What follows belongs to an exercise in optimizing a design on an open flow for small area; a production flow would make more cautious choices.
At most, simulation tests tie the RTL to the original design; equivalence was not proved.
No functional check of the RTL was part of runs 1 and 2.

==> flow/design.v (outline; a module is shown in full before it is edited, if it fits) <==
// module it_mul1: 468 lines
// module it_mul2: 244 lines
// module it_cpa17: 22 lines
// module Reg_Block: 24 lines
// module ImagineThinker: 283 lines
module ImagineThinker(clk,rst,inst_addr,inst_data,data_addr,data_rdata,data_wdata,data_we);
  // ...
==> flow/flow/run.sh <==
#!/bin/bash
# Own layout flow: the standard ORFS flow (standard.sh) with a copy of the
# ORFS scripts in which
#  - synthesis maps logic with an area-oriented ABC script (flow/abc_area.script)
#    and keeps the module hierarchy through technology mapping
#    (SYNTH_HIERARCHICAL=1; the standard flow's synthesis script flattens it afterwards as
#    usual), so that each module is mapped on its own; flip-flops are mapped
#    by the unchanged dfflibmap step, before ABC;
#  - the quick ABC pass inside Yosys's synth is skipped for the multiplier
#    modules only (flow/synth_proc.tcl);
#  - port buffering uses the smallest buffer cell;
#  - clock tree synthesis inserts no dummy loads.
# Each tool's output goes to ORFS's own per-step logs under orfs/logs; this
# script's own output goes to flow_setup.log and flow_make.log.
set -euo pipefail
W=$(pwd)
S=$W/myscripts
{
  rm -rf "$S"
  cp -r "$FLOW_HOME/scripts" "$S"
  cp "$W/flow/abc_area.script" "$S/abc_speed.script"
  cp "$W/flow/abc_area.script" "$S/abc_area.script"
  sed -i 's/buffer_ports {\*}\[env_var_or_empty BUFFER_PORTS_ARGS\]/buffer_ports -buffer_cell sky130_fd_sc_hd__buf_1/' "$S/global_place.tcl"
  sed -i 's/^  -repair_clock_nets\]/  -repair_clock_nets -dont_use_dummy_load]/' "$S/cts.tcl"
  { cat "$W/flow/synth_proc.tcl"; tail -n +2 "$W/synth_recipe.tcl"; } > "$W/my_synth.tcl"
  grep -n "buffer_ports" "$S/global_place.tcl"
  grep -n "dont_use_dummy_load" "$S/cts.tcl"
  cat "$W/my_synth.tcl"
} > "$W/flow_setup.log" 2>&1
bash standard.sh SCRIPTS_DIR="$S" SYNTH_HIERARCHICAL=1 SYNTH_SCRIPT="$W/my_synth.tcl" finish > "$W/flow_make.log" 2>&1
==> flow/flow/abc_area.script <==
strash
dch -f
map -a
strash
dch -f
map -a
topo
==> flow/flow/synth_proc.tcl <==
# Replaces the first line of the standard flow's synth_recipe.tcl.  Every synth call still
# runs with -nofsm -noshare.  In the fine stage, the quick ABC pass that
# Yosys's synth runs is skipped for the multiplier modules (it_mul*), whose
# bit-level full-adder equations then reach extract_fa unchanged; every
# other module (all of the registers) gets that pass exactly as before.
proc synth {args} {
  if {[lsearch -exact $args fine:] >= 0} {
    yosys synth -nofsm -noshare -noabc {*}$args
    yosys abc -fast {*}[lsearch -all -inline -not [yosys tee -q -s result.string select -list-mod *] it_mul*]
    yosys opt -fast
  } else {
    yosys synth -nofsm -noshare {*}$args
  }
}
==> flow/standard.sh <==
#!/bin/bash
# synth_recipe.tcl (not shown) runs the flow's synth.tcl, then flattens the netlist and writes it again
# the make line also repeats each setting of config.mk as NAME=value (left out here)
make -C /OpenROAD-flow-scripts/flow DESIGN_CONFIG=/design/flow/config.mk WORK_HOME=/design/flow/orfs CLKGATE_MAP_FILE= SYNTH_SCRIPT=/design/flow/synth_recipe.tcl "${@:-finish}"
==> flow/config.mk <==
export PLATFORM = sky130hd
export DESIGN_NAME = ImagineThinker
export DESIGN_NICKNAME = ImagineThinker
export VERILOG_FILES = /design/flow/design.v
export SDC_FILE = /design/flow/constraint.sdc
export NUM_CORES = 4
export LEC_CHECK = 0
export ABC_CLOCK_PERIOD_IN_PS = 10000
export CAP_MARGIN = 20
export CORE_MARGIN = 2
export CORE_UTILIZATION = 50
export CTS_BUF_LIST = sky130_fd_sc_hd__clkbuf_4
export CTS_CLUSTER_DIAMETER = 60
export CTS_CLUSTER_SIZE = 7
export SLEW_MARGIN = 20
==> flow/constraint.sdc <==
create_clock -name core_clock -period 10.0 [get_ports {clk}]
set_input_delay 2.0000 -clock core_clock [delete_from_list [all_inputs] [get_ports {clk}]]
set_output_delay 2.0000 -clock core_clock [all_outputs]
set_load 0.01 [all_outputs]
==> out/metrics.yaml, run 1 <==
outcome: "timing/DRC/antenna clean"
finalSetupViolCount: 0
final_common_cell: "edfxtp_1"
cts_resized: 30
final.min_clock_period_ns: 9.78
vias_per_cell: 6.59
synth_cell_types: 32
n_clock_buffer: 114
synth_xor_area_share_pct: 1.65
nNonClkInverters: 245
wirelength_mm: 128
ant_nets: 0
drive_above_1_share_pct: 15.5
die_h_um: 272
dp.cells: 4143
multi_input_area_share_pct: 35.1
finalNonFillerCells: 4303
cts_max_level: 3
gp_congestion: 1.03
busiest_layer: "met2"
synth_compound_area_share_pct: 13.2
synthMuxAreaShare_pct: 0.445
maxCapViolCount: 0
io-pin-count: 99
reg2reg_setup_slack_ns: 0.22
max_slew.worst_pin.slew_ns: 1.23
num_tap_cells: 950
path_max_fanout: 7
final-clk-cell-share_pct: 2.08
route.met2.wl_mm: 60.7
whs_ns: 0.396
==> run 2: changes to the inputs <==
--- a/flow/config.mk
+++ b/flow/config.mk
@@ -9,5 +9,5 @@
 export CAP_MARGIN = 20
 export CORE_MARGIN = 2
-export CORE_UTILIZATION = 50
+export CORE_UTILIZATION = 58
 export CTS_BUF_LIST = sky130_fd_sc_hd__clkbuf_4
 export CTS_CLUSTER_DIAMETER = 60
==> run 2 against run 1 <==
Net effect:
- global-route usage rose by 4.6 points
- critical path depth shrank 9
- final area shrank 0.45%
- largest cell class unchanged
- highest routed layer is now met4
==> out/metrics.yaml, run 2 <==
outcome: "timing/DRC/antenna clean"  # unchanged
finalSetupViolCount: 0  # unchanged
place_hpwl_mm: 86.6  # was 89.4 mm
postLayoutCoreUtil_pct: 66.5  # was 57.7%
ant_nets: 0  # unchanged
synth_top_area_share_pct: 56.4  # unchanged
synthTopCellsByArea: "edfxtp_1 (56%), fa_1 (12%), o22ai_1 (9.2%)"  # unchanged
synth_top_cell_by_area: "edfxtp_1"  # unchanged
core-area_mm2: 0.0616  # was 0.0714 mm2
final.min_clock_period_ns: 9.66  # was 9.78 ns
finalClockSkew_ns: 0.120  # about the same
path_class: "register to register"  # unchanged
ys.flop_type: "edfxtp_1"  # unchanged
path_max_fanout: 13  # was 7
slew_headroom_pct: 14.0  # was 17.3%
timing.final.max_slew_violations: 0  # unchanged
gp_congestion: 1.07  # was 1.03
syn_inst: 2881  # unchanged
syn_avg_cell_area_um2: 12.5  # unchanged
yosysWarnings: 9  # unchanged
synth_cell_types: 32  # unchanged
grt_max_degree: 71  # was 60
final_hold_viol_count: 0  # unchanged
cts_max_level: 3  # unchanged
grt_util_all_layers_pct: 38.9  # was 34.3%
start_util_pct: 58.5  # was 50.5%
synth_seq_cells: 718  # unchanged
io_buffers: 98  # unchanged
die_w_um: 253  # was 272 um
worstSetupStartpointType: "register"  # unchanged
dr.pass1.iters: 7  # was 9
ys_async_sr_fraction_pct: 0  # unchanged
cts_tree: "done"  # unchanged
grt_pass1_wl_mm: 180  # was 185 mm
clock.fmax_mhz: 104  # was 102 MHz
synth_fp_nets: 3190  # unchanged
rsz0062_at_grt: "true"  # unchanged
final_common_cell: "edfxtp_1"  # unchanged
numCtsBuffers: 113  # was 114
crit_arrival_ns: 10.33  # was 10.36 ns
fin_tns_setup_ns: 0  # unchanged
clk_latency_ns: 0.97  # about the same
fillCellCount: 4699  # was 5971
largest_reg_flops: 512  # unchanged
drive_above_1_share_pct: 15.0  # was 15.5%
slowest_stage: "fa_1"  # unchanged
seq_area_frac_synth_pct: 58.7  # unchanged
layout_common_cells: "edfxtp_1 (676), o22ai_1 (529), nor2_1 (286)"  # was edfxtp_1 (676), o22ai_1 (529), nor2_1 (280)
vias_per_cell: 6.87  # was 6.59
clk_pin_slew_worst_paths_ns: 0.10  # was 0.09 ns
wirelength_mm: 125  # was 128 mm
drc: 0  # unchanged
num_vias: 28700  # was 28300
crit_family: "adder cells"  # unchanged
slowest_delay_ns: 0.52  # was 0.57 ns
period_share_pct: 96.6  # was 97.8%
crit_buf_inv: 6  # unchanged
flow.area_growth_from_synthesis_pct: 13.8  # was 14.3%
end_kind: "register"  # unchanged
grt_remaining_overflow: 0  # unchanged
wl_per_cell_um: 29.8  # about the same
antenna_found_initial: 2  # was 6
yosysMostFrequentCell: "edfxtp_1"  # unchanged
cpMostUsedCell: "fa_1"  # was fa_2
clockBufferDepth: 3  # unchanged
hp-class: "register to register"  # unchanged
io-pin-count: 99  # unchanged
rows: 91  # was 98
netlist_area_mm2: 0.0360  # unchanged
nNetsFinal: 3654  # was 3661
clock-sinks: 718  # unchanged
root_buffer: "clkbuf_4"  # unchanged
critPathRequiredTime_ns: 10.67  # was 10.58 ns
grt_pass1_vias: 28300  # was 28000
maxCapViolCount: 0  # unchanged
regMostFlops: "regs.rfn"  # unchanged
netlist_top_cells_count: "edfxtp_1 (676), o22ai_1 (529), nor2_1 (305)"  # unchanged
synth_edf_count: 676  # unchanged
fp.dieArea_mm2: 0.0641  # was 0.0742 mm2
drt_iter0_markers: 3919  # was 3822
die_h_um: 253  # was 272 um
max_slew.worst_pin.slew_ns: 1.28  # was 1.23 ns
holdBufCountCts: 0  # unchanged
[run 2: per-layer routing]
metal	up-vias	global-route usage [%]	part of all wire, %
met4	0	24.1	7.1
met2	2121	62.3	47
met5	-	0	0
li1	12000	-	-
met3	447	7.21	11
met1	14100	49.6	35
[run 2: per-stage QoR]
stage               hold slack, ns  std cells  instance area (um2)  setup slack [ns]
floorplan                    0.400       2881                36100         -0.000147
finish                       0.422       4182                41000             0.339
global placement             0.406       4028                39300           -0.0716
global route                 0.433       4182                41000           -0.0675
detailed placement           0.405       4032                39400            -0.290
CTS                          0.419       4162                40500            0.0274
[run 2: worst paths after layout]
check	startpoint	endpoint	slack [ns]	depth (start not counted)
setup reg to reg	f_c2	m_res[9]	0.34	32
hold reg to reg	d_c[7]	e_c[7]	0.42	0
setup / recovery	f_c2	m_res[9]	0.34	32
hold / removal	d_c[7]	e_c[7]	0.42	0
[run 2: area by class of cell]
type / instances / area, um2 / share of cell area, %
sequential: 718 / 21100 / 51.6
inverter: 245 / 947 / 2.31
tap: 837 / 1050 / 2.56
multi-input combinational: 1911 / 14400 / 35.2
clock buffer: 113 / 848 / 2.07
timing repair buffer: 356 / 2580 / 6.29
antenna: 2 / 5.00 / 0.0122
[run 2: logic make-up after synthesis]
group	share of synthesized area, %
other cells	0.0209
buf+inv	2.72
fa+ha+maj	13.4
flops	58.7
mux	0.445
xor+xnor	1.65
compound gates	13.2
simple gates	9.86
[run 2: timing repair]
item,CTS,global route
setup endpoints to repair,24,31
gates resized for setup,25,61
pin swaps,20,33
endpoints found under the hold margin,0,0
buffers inserted,16,7
cloned,1,0
[run 2: per-module statistics from Yosys, one instance, submodules excluded]
module / cells inside / cell area, um2 / times used
Reg_Block: 1341 / 20400 / 1
it_mul1: 324 / 3000 / 1
it_cpa17: 28 / 375 / 1
ImagineThinker: 1009 / 10800 / 1
it_mul2: 179 / 1500 / 1
==> module it_cpa17, before the edit <==
module it_cpa17(a, b, s);
    input  [16:0] a, b;
    output [16:0] s;
    function [9:0] radd;         
        input [8:0] x, y;
        input c;
        integer k;
        reg cc;
        begin
            cc = c;
            for (k = 0; k < 9; k = k + 1) begin
                radd[k] = x[k] ^ y[k] ^ cc;
                cc = (x[k] & y[k]) | (cc & (x[k] ^ y[k]));
            end
            radd[9] = cc;
        end
    endfunction
    wire [9:0] lo  = radd({1'b0, a[7:0]}, {1'b0, b[7:0]}, 1'b0);
    wire [9:0] hi0 = radd(a[16:8], b[16:8], 1'b0);
    wire [9:0] hi1 = radd(a[16:8], b[16:8], 1'b1);
    assign s = {(lo[8] ? hi1[8:0] : hi0[8:0]), lo[7:0]};
endmodule
==> run 3: changes to the inputs <==
--- a/flow/design.v
+++ b/flow/design.v
@@ -714,22 +714,59 @@
     input  [16:0] a, b;
     output [16:0] s;
-    function [9:0] radd;         
-        input [8:0] x, y;
-        input c;
-        integer k;
-        reg cc;
-        begin
-            cc = c;
-            for (k = 0; k < 9; k = k + 1) begin
-                radd[k] = x[k] ^ y[k] ^ cc;
-                cc = (x[k] & y[k]) | (cc & (x[k] ^ y[k]));
+    wire [16:0] g = a & b;
+    wire [16:0] p = a ^ b;
+    wire [17:0] c;
+    assign c[0] = 1'b0;
+    genvar i;
+    generate
+        for (i = 0; i < 7; i = i + 1) begin : rip
+            assign c[i+1] = g[i] | (p[i] & c[i]);
+        end
+    endgenerate
+    wire [9:0] g0 = g[16:7];
+    wire [9:0] p0 = p[16:7];
+    wire [9:0] g1, p1, g2, p2, g3, p3, g4, p4;
+    generate
+        for (i = 0; i < 10; i = i + 1) begin : l1
+            if ((i % 2) == 1) begin
+                assign g1[i] = g0[i] | (p0[i] & g0[i-1]);
+                assign p1[i] = p0[i] & p0[i-1];
+            end else begin
+                assign g1[i] = g0[i];
+                assign p1[i] = p0[i];
+            end
+        end
+        for (i = 0; i < 10; i = i + 1) begin : l2
+            if ((i % 4) >= 2) begin
+                assign g2[i] = g1[i] | (p1[i] & g1[i - (i % 4) + 1]);
+                assign p2[i] = p1[i] & p1[i - (i % 4) + 1];
+            end else begin
+                assign g2[i] = g1[i];
+                assign p2[i] = p1[i];
+            end
+        end
+        for (i = 0; i < 10; i = i + 1) begin : l3
+            if ((i % 8) >= 4) begin
+                assign g3[i] = g2[i] | (p2[i] & g2[i - (i % 8) + 3]);
+                assign p3[i] = p2[i] & p2[i - (i % 8) + 3];
+            end else begin
+                assign g3[i] = g2[i];
+                assign p3[i] = p2[i];
+            end
+        end
+        for (i = 0; i < 10; i = i + 1) begin : l4
+            if ((i % 16) >= 8) begin
+                assign g4[i] = g3[i] | (p3[i] & g3[7]);
+                assign p4[i] = p3[i] & p3[7];
+            end else begin
+                assign g4[i] = g3[i];
+                assign p4[i] = p3[i];
             end
-            radd[9] = cc;
         end
-    endfunction
-    wire [9:0] lo  = radd({1'b0, a[7:0]}, {1'b0, b[7:0]}, 1'b0);
-    wire [9:0] hi0 = radd(a[16:8], b[16:8], 1'b0);
-    wire [9:0] hi1 = radd(a[16:8], b[16:8], 1'b1);
-    assign s = {(lo[8] ? hi1[8:0] : hi0[8:0]), lo[7:0]};
+        for (i = 0; i < 10; i = i + 1) begin : cy
+            assign c[8+i] = g4[i] | (p4[i] & c[7]);
+        end
+    endgenerate
+    assign s = p ^ c[16:0];
 endmodule
 `timescale 1ns / 1ps
--- a/flow/flow/run.sh
+++ b/flow/flow/run.sh
@@ -9,4 +9,7 @@
 #  - the quick ABC pass inside Yosys's synth is skipped for the multiplier
 #    modules only (flow/synth_proc.tcl);
+#  - full adders are not extracted in the multiplier's final carry-propagate
+#    adder (module it_cpa17), so ABC maps its carry chain as plain gates,
+#    which are faster than a chain of full-adder cells;
 #  - port buffering uses the smallest buffer cell;
 #  - clock tree synthesis inserts no dummy loads.
@@ -24,4 +27,6 @@
   sed -i 's/^  -repair_clock_nets\]/  -repair_clock_nets -dont_use_dummy_load]/' "$S/cts.tcl"
   { cat "$W/flow/synth_proc.tcl"; tail -n +2 "$W/synth_recipe.tcl"; } > "$W/my_synth.tcl"
+  sed -i 's/^  extract_fa {\*}\[dont_use_extract_fa_args\]$/  extract_fa {*}[dont_use_extract_fa_args] {*}[lsearch -all -inline -not [tee -q -s result.string select -list-mod *] it_cpa*]/' "$S/synth.tcl"
+  grep -n "extract_fa {" "$S/synth.tcl"
   grep -n "buffer_ports" "$S/global_place.tcl"
   grep -n "dont_use_dummy_load" "$S/cts.tcl"
--- a/flow/config.mk
+++ b/flow/config.mk
@@ -9,5 +9,5 @@
 export CAP_MARGIN = 20
 export CORE_MARGIN = 2
-export CORE_UTILIZATION = 58
+export CORE_UTILIZATION = 50
 export CTS_BUF_LIST = sky130_fd_sc_hd__clkbuf_4
 export CTS_CLUSTER_DIAMETER = 60
==> run 3 against run 2 <==
Net effect:
- critical endpoint is now m_res[11]
- still clean on timing, DRC and antenna
- core utilization shrank 9.5 points
- critical path depth grew 3
- first-iteration DRC count shrank 7.2%
- final area shrank 0.28%
==> out/metrics.yaml, run 3 <==
root_buffer: "clkbuf_4"  # unchanged
wl_per_cell_um: 29.6  # was 29.8 um
ys_async_sr_fraction_pct: 0  # unchanged
place_ws_ns: -0.322  # was -0.290 ns
vias_per_cell: 6.57  # was 6.87
end_kind: "register"  # unchanged
critPathRequiredTime_ns: 10.61  # was 10.67 ns
synth_top_area_share_pct: 56.1  # was 56.4%
finalClockSkew_ns: 0.187  # was 0.120 ns
final_common_cell: "edfxtp_1"  # unchanged
worstSetupStartpointType: "register"  # unchanged
drive_above_1_share_pct: 13.1  # was 15.0%
start_util_pct: 50.6  # was 58.5%
holdPathStages: 0  # unchanged
regMostFlops: "regs.rfn"  # unchanged
clock-sinks: 718  # unchanged
grt_util_all_layers_pct: 34.0  # was 38.9%
synth_seq_cells: 718  # unchanged
cts_max_level: 3  # unchanged
clockBufferDepth: 3  # unchanged
max_slew.worst_pin.slew_ns: 1.37  # was 1.28 ns
path_max_fanout: 8  # was 13
whs_ns: 0.416  # was 0.422 ns
outcome: "timing/DRC/antenna clean"  # unchanged
fillCellCount: 6037  # was 4699
ys.flop_type: "edfxtp_1"  # unchanged
drt_iter0_markers: 3638  # was 3919
cpMostUsedCell: "fa_1"  # unchanged
maxCapViolCount: 0  # unchanged
syn_avg_cell_area_um2: 12.2  # was 12.5 um2
design_area_mm2: 0.0409  # was 0.0410 mm2
clk_latency_ns: 0.98  # was 0.97 ns
slowest_delay_ns: 0.57  # was 0.52 ns
die_w_um: 273  # was 253 um
layout_common_cells: "edfxtp_1 (676), o22ai_1 (542), nor2_1 (337)"  # was edfxtp_1 (676), o22ai_1 (529), nor2_1 (286)
clk_pin_slew_worst_paths_ns: 0.09  # was 0.10 ns
largest_reg_flops: 512  # unchanged
grt_pass1_wl_mm: 184  # was 180 mm
path_class: "register to register"  # unchanged
clock.fmax_mhz: 104  # about the same
synth_fp_nets: 3269  # was 3190
slew_headroom_pct: 7.83  # was 14.0%
wirelength_mm: 128  # was 125 mm
final_hold_viol_count: 0  # unchanged
place_hpwl_mm: 87.9  # was 86.6 mm
grt_remaining_overflow: 0  # unchanged
dr.pass1.iters: 7  # unchanged
fp.dieArea_mm2: 0.0746  # was 0.0641 mm2
syn_inst: 2977  # was 2881
antenna_found_initial: 9  # was 2
netlist_area_mm2: 0.0362  # was 0.0360 mm2
cts_tree: "done"  # unchanged
drc: 0  # unchanged
synthTopCellsByArea: "edfxtp_1 (56%), fa_1 (11%), o22ai_1 (9.4%)"  # was edfxtp_1 (56%), fa_1 (12%), o22ai_1 (9.2%)
grt_max_degree: 87  # was 71
final.min_clock_period_ns: 9.66  # about the same
io_buffers: 98  # unchanged
die_h_um: 273  # was 253 um
yosysMostFrequentCell: "edfxtp_1"  # unchanged
hp-class: "register to register"  # unchanged
numCtsBuffers: 113  # unchanged
timing.final.max_slew_violations: 0  # unchanged
gp_congestion: 1.04  # was 1.07
r2r_end: "m_res[11]"  # was m_res[9]
grt_pass1_vias: 28000  # was 28300
dp.cells: 4175  # was 4032
min_to: "e_a[7]"  # was e_c[7]
reg2reg_setup_slack_ns: 0.34  # about the same
seq_area_frac_synth_pct: 58.4  # was 58.7%
synth_cell_types: 35  # was 32
core-area_mm2: 0.0716  # was 0.0616 mm2
slowest_stage: "fa_1"  # unchanged
r2r_start: "f_c2"  # unchanged
flow.area_growth_from_synthesis_pct: 12.9  # was 13.8%
setup_slack_ns: 0.344  # was 0.339 ns
finalSetupViolCount: 0  # unchanged
crit_arrival_ns: 10.27  # was 10.33 ns
placed_area_mm2: 0.0392  # was 0.0394 mm2
rows: 98  # was 91
reg2reg_depth: 35  # was 32
synth_top_cell_by_area: "edfxtp_1"  # unchanged
nNetsFinal: 3671  # was 3654
period_share_pct: 96.6  # about the same
holdCritStartpoint: "d_a[7]"  # was d_c[7]
yosysWarnings: 8  # was 9
num_vias: 28400  # was 28700
netlist_top_cells_count: "edfxtp_1 (676), o22ai_1 (542), nor2_1 (363)"  # was edfxtp_1 (676), o22ai_1 (529), nor2_1 (305)
ant_nets: 0  # unchanged
synth_edf_count: 676  # unchanged
finalNonFillerCells: 4331  # was 4182
io-pin-count: 99  # unchanged
run 3: how the worst max path moves through the flow:
stage,start,end,cells past startpoint
after floorplan,e_op[1],m_res[9],42
after global placement,e_op[7],m_res[9],44
after detailed placement,e_op[7],m_res[9],44
after CTS,f_c2,m_res[1],33
after global routing,e_op[7],m_res[9],43
final,f_c2,m_res[11],35
run 3: cell type report:
| type | count | area [um2] | area share (%) |
|---|---|---|---|
| antenna | 4 | 10.0 | 0.0245 |
| clock buffer | 113 | 848 | 2.08 |
| inverter | 249 | 962 | 2.35 |
| multi-input combinational | 2003 | 14600 | 35.6 |
| sequential | 718 | 21100 | 51.7 |
| tap | 950 | 1190 | 2.91 |
| timing repair buffer | 294 | 2150 | 5.26 |
run 3: per-module statistics from Yosys, one instance, submodules excluded:
module | cell area, um2 | copies in the design | flip-flops and latches | cells inside
Reg_Block | 20400 | 1 | 512 | 1341
it_cpa17 | 568 | 1 | 0 | 115
it_mul1 | 3000 | 1 | 0 | 324
it_mul2 | 1500 | 1 | 0 | 179
ImagineThinker | 10800 | 1 | 206 | 1018
run 3: logic make-up after synthesis:
family,count (synthesis),share of synthesized area [%]
fa+ha+maj,242,12.5
other cells,2,0.0207
buf+inv,257,2.75
simple gates,882,10.8
flops,718,58.4
mux,16,0.442
compound gates,781,13.2
xor+xnor,79,1.91
run 3: routing by layer:
metal / GRT usage [%] / vias up / wire length [um]
li1: - / 12200 / -
met1: 42.9 / 14000 / 46700
met2: 54.4 / 1800 / 60400
met3: 7.95 / 414 / 12700
met4: 19.1 / 6 / 8270
met5: 0 / - / 41
run 3: repair_timing:
item | 4_1_cts | 5_1_grt
gates cloned | 1 | 1
gates resized for setup | 18 | 81
hold buffers | 0 | 0
pin swaps | 6 | 16
setup endpoints to repair | 28 | 49
setup buffers | 1 | 25
run 3: metrics by stage:
| stage | util [%] | TNS (ns) |
|---|---|---|
| after global placement | 54.6 | -1.13 |
| final | 57.1 | 0 |
| after global routing | 57.1 | -0.0231 |
| after detailed placement | 54.7 | -4.54 |
| after floorplan | - | 0 |
| after CTS | 56.0 | 0 |
run 3: critical path, delay by kind of cell, from the launching register on:
family                   cells  cell delay [ns]
flip-flops                   1             0.38
adder cells (fa/ha/maj)     16             6.49
buffers and inverters        7             0.89
AO/OA/AOI/OAI                6             0.83
AND/OR/NAND/NOR              6             0.74
==> run 4: changes to the inputs <==
--- a/flow/flow/run.sh
+++ b/flow/flow/run.sh
@@ -10,6 +10,6 @@
 #    modules only (flow/synth_proc.tcl);
 #  - full adders are not extracted in the multiplier's final carry-propagate
-#    adder (module it_cpa17), so ABC maps its carry chain as plain gates,
-#    which are faster than a chain of full-adder cells;
+#    adder (module it_cpa17, a parallel-prefix adder), so ABC maps it as
+#    written;
 #  - port buffering uses the smallest buffer cell;
 #  - clock tree synthesis inserts no dummy loads.
==> run 4 against run 3 <==
Net effect:
- via count stayed put
- global-route usage stayed put
- flip-flop and latch count unchanged
- routed wire length unchanged
- critical path type unchanged
- first-iteration DRC count unchanged
- register-to-register slack about the same
- cell count unchanged
- maximum frequency did not move
- synthesized cell count did not move
- area after synthesis unchanged
- core utilization unchanged
==> out/metrics.yaml, run 4 <==
ant_nets: 0  # unchanged
maxCapViolCount: 0  # unchanged
design_area_mm2: 0.0409  # unchanged
hp-class: "register to register"  # unchanged
die_h_um: 273  # unchanged
root_buffer: "clkbuf_4"  # unchanged
gp_congestion: 1.04  # unchanged
final_hold_viol_count: 0  # unchanged
rows: 98  # unchanged
dp.cells: 4175  # unchanged
largest_reg_flops: 512  # unchanged
antenna_found_initial: 9  # unchanged
dr.pass1.iters: 7  # unchanged
core-area_mm2: 0.0716  # unchanged
clk_pin_slew_worst_paths_ns: 0.09  # about the same
placed_area_mm2: 0.0392  # unchanged
io_buffers: 98  # unchanged
end_kind: "register"  # unchanged
fp.dieArea_mm2: 0.0746  # unchanged
netlist_top_cells_count: "edfxtp_1 (676), o22ai_1 (542), nor2_1 (363)"  # unchanged
start_util_pct: 50.6  # unchanged
whs_ns: 0.416  # unchanged
slowest_stage: "fa_1"  # unchanged
holdBufCountCts: 0  # unchanged
timing.final.max_slew_violations: 0  # unchanged
slowest_delay_ns: 0.57  # about the same
synth_top_cell_by_area: "edfxtp_1"  # unchanged
fillCellCount: 6037  # unchanged
synth_seq_cells: 718  # unchanged
drc: 0  # unchanged
synth_cell_types: 35  # unchanged
worstSetupStartpointType: "register"  # unchanged
clock-sinks: 718  # unchanged
finalClockSkew_ns: 0.187  # unchanged
crit_family: "adder cells"  # unchanged
finalNonFillerCells: 4331  # unchanged
vias_per_cell: 6.57  # unchanged
postLayoutCoreUtil_pct: 57.1  # unchanged
layout_common_cells: "edfxtp_1 (676), o22ai_1 (542), nor2_1 (337)"  # unchanged
die_w_um: 273  # unchanged
crit_buf_inv: 7  # unchanged
place_hpwl_mm: 87.9  # unchanged
yosysMostFrequentCell: "edfxtp_1"  # unchanged
synth_edf_count: 676  # unchanged
syn_inst: 2977  # unchanged
wirelength_mm: 128  # unchanged
clk_latency_ns: 0.98  # about the same
numCtsBuffers: 113  # unchanged
path_class: "register to register"  # unchanged
final_common_cell: "edfxtp_1"  # unchanged
io-pin-count: 99  # unchanged
ys.flop_type: "edfxtp_1"  # unchanged
cts_tree: "done"  # unchanged
grt_util_all_layers_pct: 34.0  # unchanged
cts_max_level: 3  # unchanged
grt_pass1_wl_mm: 184  # unchanged
grt_pass1_vias: 28000  # unchanged
grt_max_degree: 87  # unchanged
path_max_fanout: 8  # unchanged
yosysWarnings: 8  # unchanged
max_slew.worst_pin.slew_ns: 1.37  # unchanged
syn_avg_cell_area_um2: 12.2  # unchanged
flow.area_growth_from_synthesis_pct: 12.9  # unchanged
regMostFlops: "regs.rfn"  # unchanged
clock.fmax_mhz: 104  # unchanged
seq_area_frac_synth_pct: 58.4  # unchanged
cpMostUsedCell: "fa_1"  # unchanged
synth_fp_nets: 3269  # unchanged
ys_async_sr_fraction_pct: 0  # unchanged
drt_iter0_markers: 3638  # unchanged
finalSetupViolCount: 0  # unchanged
final.min_clock_period_ns: 9.66  # unchanged
num_vias: 28400  # unchanged
synth_top_area_share_pct: 56.1  # unchanged
wl_per_cell_um: 29.6  # unchanged
grt_remaining_overflow: 0  # unchanged
outcome: "timing/DRC/antenna clean"  # unchanged
crit_arrival_ns: 10.27  # about the same
nNetsFinal: 3671  # unchanged
drive_above_1_share_pct: 13.1  # unchanged
period_share_pct: 96.6  # unchanged
slew_headroom_pct: 7.83  # unchanged
clockBufferDepth: 3  # unchanged
critPathRequiredTime_ns: 10.61  # about the same
synthTopCellsByArea: "edfxtp_1 (56%), fa_1 (11%), o22ai_1 (9.4%)"  # unchanged
netlist_area_mm2: 0.0362  # unchanged
## run 4: cell counts after synthesis
Identical to the previous run, type by type.
## run 4: stage by stage
step | setup slack, ns | setup TNS, ns
4_1_cts | 0.0271 | 0
3_3_place_gp | -0.0976 | -1.13
3_5_place_dp | -0.322 | -4.54
6_report | 0.344 | 0
2_1_floorplan | 0.0160 | 0
5_1_grt | -0.0180 | -0.0231
## run 4: worst paths after layout
path              cells after the start    from   endpoint  slack [ns]
hold / removal                        0  d_a[7]     e_a[7]        0.42
hold reg to reg                       0  d_a[7]     e_a[7]        0.42
setup reg to reg                     35    f_c2  m_res[11]        0.34
setup / recovery                     35    f_c2  m_res[11]        0.34
## run 4: modules after synthesis, one instance, submodules excluded
| module | cell area (um2) | flip-flops and latches | copies in the design |
|---|---|---|---|
| ImagineThinker | 10800 | 206 | 1 |
| it_mul2 | 1500 | 0 | 1 |
| it_cpa17 | 568 | 0 | 1 |
| it_mul1 | 3000 | 0 | 1 |
| Reg_Block | 20400 | 512 | 1 |
## run 4: final cells by class
type | instances | area (um2) | area share [%]
flip-flops and latches | 718 | 21100 | 51.7
well taps | 950 | 1190 | 2.91
inverters | 249 | 962 | 2.35
diodes | 4 | 10.0 | 0.0245
multi-input cells | 2003 | 14600 | 35.6
clock buffers | 113 | 848 | 2.08
repair buffers | 294 | 2150 | 5.26
## run 4: worst register-to-register path: cells and delay by family (launching register included)
kind,cells,cell delay (ns)
flops,1,0.38
simple gates,6,0.75
compound gates,6,0.83
fa+ha+maj,16,6.50
buf+inv,7,0.89
## run 4: logic make-up (layout without fill, tap and decap cells)
| group | Yosys count | count (layout) | share of synthesized area, % |
|---|---|---|---|
| AO/OA/AOI/OAI | 781 | 781 | 13.2 |
| XOR/XNOR | 79 | 79 | 1.91 |
| adder cells (fa/ha/maj) | 242 | 242 | 12.5 |
| buffers and inverters | 257 | 656 | 2.75 |
| flip-flops | 718 | 718 | 58.4 |
| multiplexers | 16 | 16 | 0.442 |
| other | 2 | 6 | 0.0207 |
| AND/OR/NAND/NOR | 882 | 883 | 10.8 |
## run 4: timing repair
action | in CTS | in global routing
setup endpoints to repair | 28 | 49
setup buffers | 1 | 25
gates resized for setup | 18 | 81
cloned | 1 | 1
pin swaps | 6 | 16
## run 4: layer usage
metal,wire [um],GRT usage [%],vias to the layer above
li1,-,-,12200
met2,60400,54.4,1800
met4,8270,19.1,6
met5,41,0,-
met3,12700,7.95,414
met1,46700,42.9,14000

separate check: timing with driven ports:
The flow's constraints put no driver on any port. The routed layouts listed below were extracted and timed again, unchanged, in two steps. Step 1 sets driving cells, clkbuf_16 on the clock port and buf_2 on the other inputs (assumed; they add their load-dependent delay and slew). Step 2 times the ports against the registers' clock, not the clock port: input delays grow and output delays shrink by t, the midpoint of the rising clock arrivals with the driver on. a / b / c = ideal / step 1 / step 2; a / b = the first two.
| run | t (ns) | setup slack, ns | worst setup path at the end | slew at the worst register clock pin (ns) | worst data-port slew with drivers (ns) |
|---|---|---|---|---|---|
| run 1 | 0.963 | 0.218 / 0.218 / 0.218 | register to register | 0.11 / 0.11 | 0.08 |
| run 2 | 0.967 | 0.339 / 0.339 / 0.339 | register to register | 0.10 / 0.10 | 0.06 |
| run 3 | 0.949 | 0.344 / 0.344 / 0.344 | register to register | 0.10 / 0.10 | 0.05 |
| run 4 | 0.949 | 0.344 / 0.344 / 0.344 | register to register | 0.10 / 0.10 | 0.05 |
After both steps setup and hold are still met in every run listed.
